Source: an optimization exercise on an open RTL-to-GDS flow (aim: small area). Production flows keep margins and buffers that such runs may drop.
No functional check of the RTL was part of this run.

==> flow/design.v <==
`timescale 1ns / 1ps
module priority_encoder#(parameter L = 23)( x,y);
input [L:0] x;
output [($clog2(L))-1:0]y;
wire [($clog2(L))-1:0]count[L+1:0];
assign count[0] = 0;
genvar i;
  for(i=0;i<L+1;i = i+1)
  begin
  assign count[i+1] = (x[i] == 1'b1)?(L-i):count[i];
  end
  assign y = count[L+1];
endmodule
`timescale 1ns / 1ps
module Adder_Subtractor#(parameter N = 23, M = 8)(a,b,s);
input [N+M:0] a,b;
output  [N+M:0] s;
wire [N:0] aa,bb;
wire [($clog2(N))-1:0] count ;
wire aeq,bgrt, add, expeq, aexpgrt;
wire [M-1:0] shift;
wire [N:0] c;
wire [N+1:0] d;
wire [M-1:0]expotential;
  assign aa[N-1:0] = a[N-1:0];
  assign bb[N-1:0] = b[N-1:0];
  assign aa[N] = (|a)? 1'b1:1'b0;
  assign bb[N] = (|b)? 1'b1:1'b0;
  assign aexpgrt = (a[N+M-1:N]>b[N+M-1:N])? 1:0;
  assign expeq = (a[N+M-1:N] == b[N+M-1:N])? 1:0;
  assign aeq = ((expeq)&&(aa==bb))? 1:0;
  assign bgrt = (b[30:23]>a[30:23])? 1: (aexpgrt)? 0: (b[23:0]> a[23:0])? 1:0;
  assign add = (a[N+M] == b[N+M])? 1:0;
  assign s[N+M] = (add)? a[N+M]: (bgrt)? b[31]:a[N+M];  
  assign expotential[M-1:0] = aexpgrt? a[N+M-1:N]:b[N+M-1:N];
 assign shift = aexpgrt? (a[N+M-1:N] - b[N+M-1:N]):(b[N+M-1:N] - a[N+M-1:N]);
 assign c = bgrt? (aa >> shift): (bb >> shift);
 assign d[N+1:0] = add? (c + ((bgrt)? bb:aa)): (bgrt)? (bb - c) : (aa - c) ;
 wire zero_result = ~(|d);
 priority_encoder #(N)encoder(d[N:0],count);
  assign s[N-1:0] = add? (d[N+1]? (d[N:0] >> 1): d[N-1:0]):(d[N-1:0]<<count); 
  assign s[N+M-1:N] = zero_result? 0: (add? (d[N+1]? (expotential[M-1:0]+1):(expotential[M-1:0])):( expotential[M-1:0]-count));
endmodule
`timescale 1ns / 1ps
module RightShift#(parameter M = 23, E = 8, I = 8)(a, b, c);
input [M+E:0]a;                 
input [$clog2(I)-1:0] b;        
output [M+E:0]c;
assign c[0+:M] = a[0+:M];       
assign c[M+:E] = (a[M+:E] == 0)? 0 : a[M+:E] - b;   
assign c[M+E] = a[M+E];         
endmodule       
`timescale 1ns / 1ps
module cordic#(parameter I = 12, M = 23, E = 8)(x1, y1, position, theta, alpha, x2, y2,
               theta2, clk, clr);
input  [M+E:0] x1, y1, theta, alpha;
input clk, clr;
input [$clog2(I)-1:0] position;
output reg [M+E:0] x2, y2, theta2;
wire [M+E:0] w1, w2, Y1, X1, alph;
RightShift #(.M(M), .E(E), .I(I))shift1(y1, position, w1);
RightShift #(.M(M), .E(E), .I(I))shift2(x1, position, w2);
 assign Y1[M+E] = theta[M+E]? w1[M+E]:(~w1[M+E]);
 assign Y1[0+:M+E] = w1[0+:M+E];
 assign X1[M+E] =  theta[M+E]? (~w2[M+E]):w2[M+E];
 assign X1[0+:M+E] = w2[0+:M+E];
 assign alph[M+E] =  ~theta[M+E];
 assign alph[0+:M+E] = alpha[0+:M+E];
wire [M+E:0] X2, Y2, Theta2;
Adder_Subtractor #(.N(M), .M(E))as1(.a(x1), .b(Y1), .s(X2));
Adder_Subtractor #(.N(M), .M(E))as2(.a(y1), .b(X1), .s(Y2));
Adder_Subtractor #(.N(M), .M(E))as3(.a(theta), .b(alph), .s(Theta2));
always @(posedge clk)
 begin
   if(clr)
    begin
     x2 <= 0;
     y2 <= 0;
     theta2 <= 0;
    end
   else
    begin
     x2 <= X2;
     y2 <= Y2;
     theta2 <= Theta2;
    end
 end
endmodule
`timescale 1ns / 1ps
module Cordic_hardware#(parameter M = 23, E = 8, I = 11)(x1, y1, clk, clr, angle, x2, y2);
input [M+E:0] x1, y1, angle;
input clk, clr;
output [M+E:0] x2, y2;
wire [M+E:0]alphas[I-1:0];
wire [M+E:0] x[I:0];
wire [M+E:0] y[I:0];
wire [M+E:0] ang[I:0];
wire [M+E:0] X[I:0];
wire [M+E:0] Y[I:0];
wire [$clog2(I)-1:0] pos[I:0];
assign alphas[0] = 32'h42340000;  
assign alphas[1] = 32'h41D4853A;  
assign alphas[2] = 32'h41609474;  
assign alphas[3] = 32'h40E40022;  
assign alphas[4] = 32'h4064E2AA;  
assign alphas[5] = 32'h3FE51BCA;
assign alphas[6] = 32'h3F652A1B;
assign alphas[7] = 32'h3EE52DAF;
assign alphas[8] = 32'h3E652E94;
assign alphas[9] = 32'h3DE52ECE;
assign alphas[10] = 32'h3D652EDC;
genvar i;
assign x[0] = x1;
assign y[0] = y1;
assign ang[0] = angle;
assign pos[0] = 0;
for(i = 0; i < I; i = i+1)
 begin
  cordic #(.M(M), .E(E), .I(I))cordicblock(.x1(x[i]), .y1(y[i]), .position(pos[i]), .theta(ang[i]), 
                        .alpha(alphas[i]), .clk(clk), .clr(clr), .x2(x[i+1]), .y2(y[i+1]), .theta2(ang[i+1]));
  assign pos[i+1] = pos[i] + 1;
 end
assign x2 = x[I];  
assign y2 = y[I];  
endmodule          
==> flow/run.sh <==
#!/bin/bash
# synth_recipe.tcl (not shown) runs the flow's synth.tcl, then flattens the netlist and writes it again
# the make line also repeats each setting of config.mk as NAME=value (left out here)
make -C /OpenROAD-flow-scripts/flow DESIGN_CONFIG=/design/flow/config.mk WORK_HOME=/design/flow/orfs CLKGATE_MAP_FILE= SYNTH_SCRIPT=/design/flow/synth_recipe.tcl finish
==> flow/config.mk <==
export PLATFORM = sky130hd
export DESIGN_NAME = Cordic_hardware
export DESIGN_NICKNAME = Cordic_hardware
export VERILOG_FILES = /design/flow/design.v
export SDC_FILE = /design/flow/constraint.sdc
export NUM_CORES = 4
export LEC_CHECK = 0
export CAP_MARGIN = 20
export CORE_MARGIN = 2
export CORE_UTILIZATION = 45
export PLACE_DENSITY = 0.6
export SLEW_MARGIN = 20
==> flow/constraint.sdc <==
create_clock -name core_clock -period 13.0 [get_ports {clk}]
set_input_delay 2.6000 -clock core_clock [delete_from_list [all_inputs] [get_ports {clk}]]
set_output_delay 2.6000 -clock core_clock [all_outputs]
set_load 0.01 [all_outputs]
==> results.sh <==
export IMPL_status="finished clean"
export IMPL_rr_endpoint="genblk1[8].cordicblock.x2[18]"
export IMPL_critical_path_max_fanout=22
export IMPL_cp_startpoint="genblk1[7].cordicblock.y2[25]"
export IMPL_grt_max_degree=70
export IMPL_core_sq_mm=0.502
export IMPL_stdcell_count=39574
export IMPL_slowest_delay_ns=0.73
export IMPL_routedWlPerCell_um=25.9
export IMPL_clk_pin_slew_ns=0.06
export IMPL_grt_pass1_vias=237777
export IMPL_die_w_um=715
export IMPL_vias_per_cell=6.55
export IMPL_clock_root_buffer="clkbuf_16"
export IMPL_drive_gt1_frac=0.0967
export IMPL_tritoncts="built"
export IMPL_async_reset_ff_frac=0
export IMPL_post_place_ws_ns=0.0628
export IMPL_gp_congestion=1.05
export IMPL_synth_seq_cells=992
export IMPL_whs_ns=0.523
export IMPL_yosys_top_cells_area="ha_1 (10%), dfxtp_1 (8.7%), mux2i_1 (7.1%)"
export IMPL_synth_ff_type="dfxtp_1"
export IMPL_max_slew_margin=0.164
export IMPL_start_util=0.452
export IMPL_final_common_cell="nand2_1"
export IMPL_dr_pass1_iters=9
export IMPL_r2r_start="genblk1[7].cordicblock.y2[25]"
export IMPL_r2r_cells=43
export IMPL_fmax_mhz=80.8
export IMPL_antenna_found_initial=31
export IMPL_grt_pass1_wl_mm=1530
export IMPL_finalCriticalPeriod_ns=12.38
export IMPL_synth_top_area_share=0.104
export IMPL_seq_area_sq_mm=0.0199
export IMPL_portBuffers=161
export IMPL_cts_buffers=139
export IMPL_start_kind="flop"
export IMPL_ys_warn_count=3
export IMPL_cp_endpoint="genblk1[8].cordicblock.x2[18]"
export IMPL_synth_edff_count=0
export IMPL_drv_slew=0
export IMPL_max_cap_violations=0
export IMPL_r2r_slack_ns=0.62
export IMPL_ant_nets=0
export IMPL_syn_inst=32846
export IMPL_wirelength_mm=1030
export IMPL_post_place_cells=39286
export IMPL_cp_slowest_cell="a221oi_1"
export IMPL_vias=259164
export IMPL_final_nets=34869
export IMPL_syn_to_final_growth_pct=8.81
export IMPL_hpwlAfterDp_mm=825
export IMPL_dieArea_sq_mm=0.511
export IMPL_crit_type="flop to flop"
export IMPL_worst_slew_pin_slew_ns=1.25
export IMPL_period_share=0.953
export IMPL_crit_top_cell="a21oi_1"
export IMPL_io_pins=162
export IMPL_grt_usage=0.379
export IMPL_setup_viol=0
export IMPL_drc=0
export IMPL_final_cell_mix="nand2_1 (3573), nor2_1 (3463), a21oi_1 (2570)"
export IMPL_avgSynthCellArea_sq_um=6.92
export IMPL_clock_sinks=992
export IMPL_fill_cells=51635
export IMPL_cts_hold_buf=0
export IMPL_end_kind="flop"
export IMPL_synth_cell_type_count=138
export IMPL_clock_latency_ns=0.92
export IMPL_crit_arrival_ns=13.10
export IMPL_cts_buffer_depth=4
export IMPL_fin_tns_setup_ns=0
export IMPL_grt_ovfl_total=0
export IMPL_h_tree_depth=4
export IMPL_yosys_area_top_type="ha_1"
export IMPL_die_h_um=715
export IMPL_setup_slack_ns=0.617
export IMPL_multiInputGateArea_sq_mm=0.195
export IMPL_syn_area_sq_mm=0.227
export IMPL_row_count=260
export IMPL_finalHoldViolations=0
export IMPL_yosysSeqAreaShare=0.0874
export IMPL_drt_initial_drc_count=32152
export IMPL_required_ns=13.72
export IMPL_finClkSkew_ns=0.111
export IMPL_holdCritPathClass="flop to flop"
==> how the worst min path moves through the flow <==
stage / start / to / slack, ns / cells past startpoint
floorplan: genblk1[9].cordicblock.x2[31] / genblk1[10].cordicblock.x2[31] / 0.46 / 2
global placement: genblk1[3].cordicblock.theta2[31] / genblk1[4].cordicblock.theta2[31] / 0.51 / 2
detailed placement: genblk1[3].cordicblock.theta2[31] / genblk1[4].cordicblock.theta2[31] / 0.51 / 2
CTS: genblk1[3].cordicblock.theta2[31] / genblk1[4].cordicblock.theta2[31] / 0.53 / 2
global route: genblk1[3].cordicblock.theta2[31] / genblk1[4].cordicblock.theta2[31] / 0.54 / 2
finish: genblk1[3].cordicblock.theta2[31] / genblk1[4].cordicblock.theta2[31] / 0.52 / 2
==> metal layers <==
metal,global-route usage,part of all wire,vias to the layer above
met5,0.000283,0.00016,-
met3,0.0811,0.10,2185
met1,0.523,0.43,123497
met4,0.143,0.045,26
li1,-,-,120273
met2,0.576,0.42,13183
==> synthesized netlist by cell type, drive strengths merged (281+ instances only) <==
master / instances
xnor2: 1206
inv: 1885
buf: 314
clkbuf: 1435
o21ai: 2514
nand3: 890
nand2: 3574
mux2: 402
nor4: 336
a211oi: 569
o22ai: 301
dfxtp: 992
and2: 348
nand4: 281
nor2: 3494
a31oi: 395
nor3: 872
a21oi: 2607
and3: 318
ha: 1895
xor2: 611
mux4: 486
o211ai: 375
mux2i: 1622
nor2b: 428
nand2b: 418
a21o: 548
==> flip-flops by register name (all words and copies together) (netlist names) <==
register / flops
genblk1.cordicblock.y2: 352
genblk1.cordicblock.theta2: 288
genblk1.cordicblock.x2: 352
==> layout make-up <==
class	instances	area share
timing repair buffer	1523	0.0484
antenna	16	0.000162
inverter	1924	0.0293
tap	6681	0.0338
sequential	992	0.0803
multi-input combinational	28189	0.789
clock buffer	171	0.0158
clock inverter	77	0.00341
timing repair inverter	1	0.0000202
==> metrics by stage <==
step	cell area, sq um	util
after floorplan	227000	-
after global placement	242000	0.481
after detailed placement	242000	0.481
after CTS	247000	0.491
after global routing	247000	0.492
final	247000	0.492
==> timing repair <==
item	CTS	global route
resized for setup	0	92
endpoints found under the setup margin	0	201
setup buffers	0	17
==> cell families after synthesis <==
| group | share of synthesized area |
|---|---|
| AND/OR/NAND/NOR | 0.239 |
| AO/OA/AOI/OAI | 0.288 |
| buffers and inverters | 0.0621 |
| multiplexers | 0.140 |
| adder cells (fa/ha/maj) | 0.114 |
| XOR/XNOR | 0.0701 |
| flip-flops | 0.0874 |
| other | 0.0000165 |
==> critical path: cells and delay by family, from the launching register on <==
family,cells,cell delay (ns)
compound gates,23,6.85
simple gates,11,2.45
buf+inv,6,1.37
fa+ha+maj,3,1.14
flops,1,0.36

what the ideal ports hide:
Ports are ideal in the flow. The routed layout listed here was re-timed in OpenROAD. Step 1 sets driving cells, clkbuf_16 on the clock port and buf_2 on the other inputs (assumed; they add their load-dependent delay and slew). Step 2 also shifts input and output timing later by t, the mid clock arrival at the registers, as if the neighbouring blocks saw the same clock. a / b / c = ideal / step 1 / step 2; a / b = the first two.
t (ns): 0.998
setup slack, ns: 0.617 / 0.617 / -0.117
cell pins on the clock port's net: 1
With both steps, setup timing fails in this run, where it was met with ideal ports. For this run, drivers alone change the setup slack by 0.000 ns; drivers and shift together by -0.734 ns.
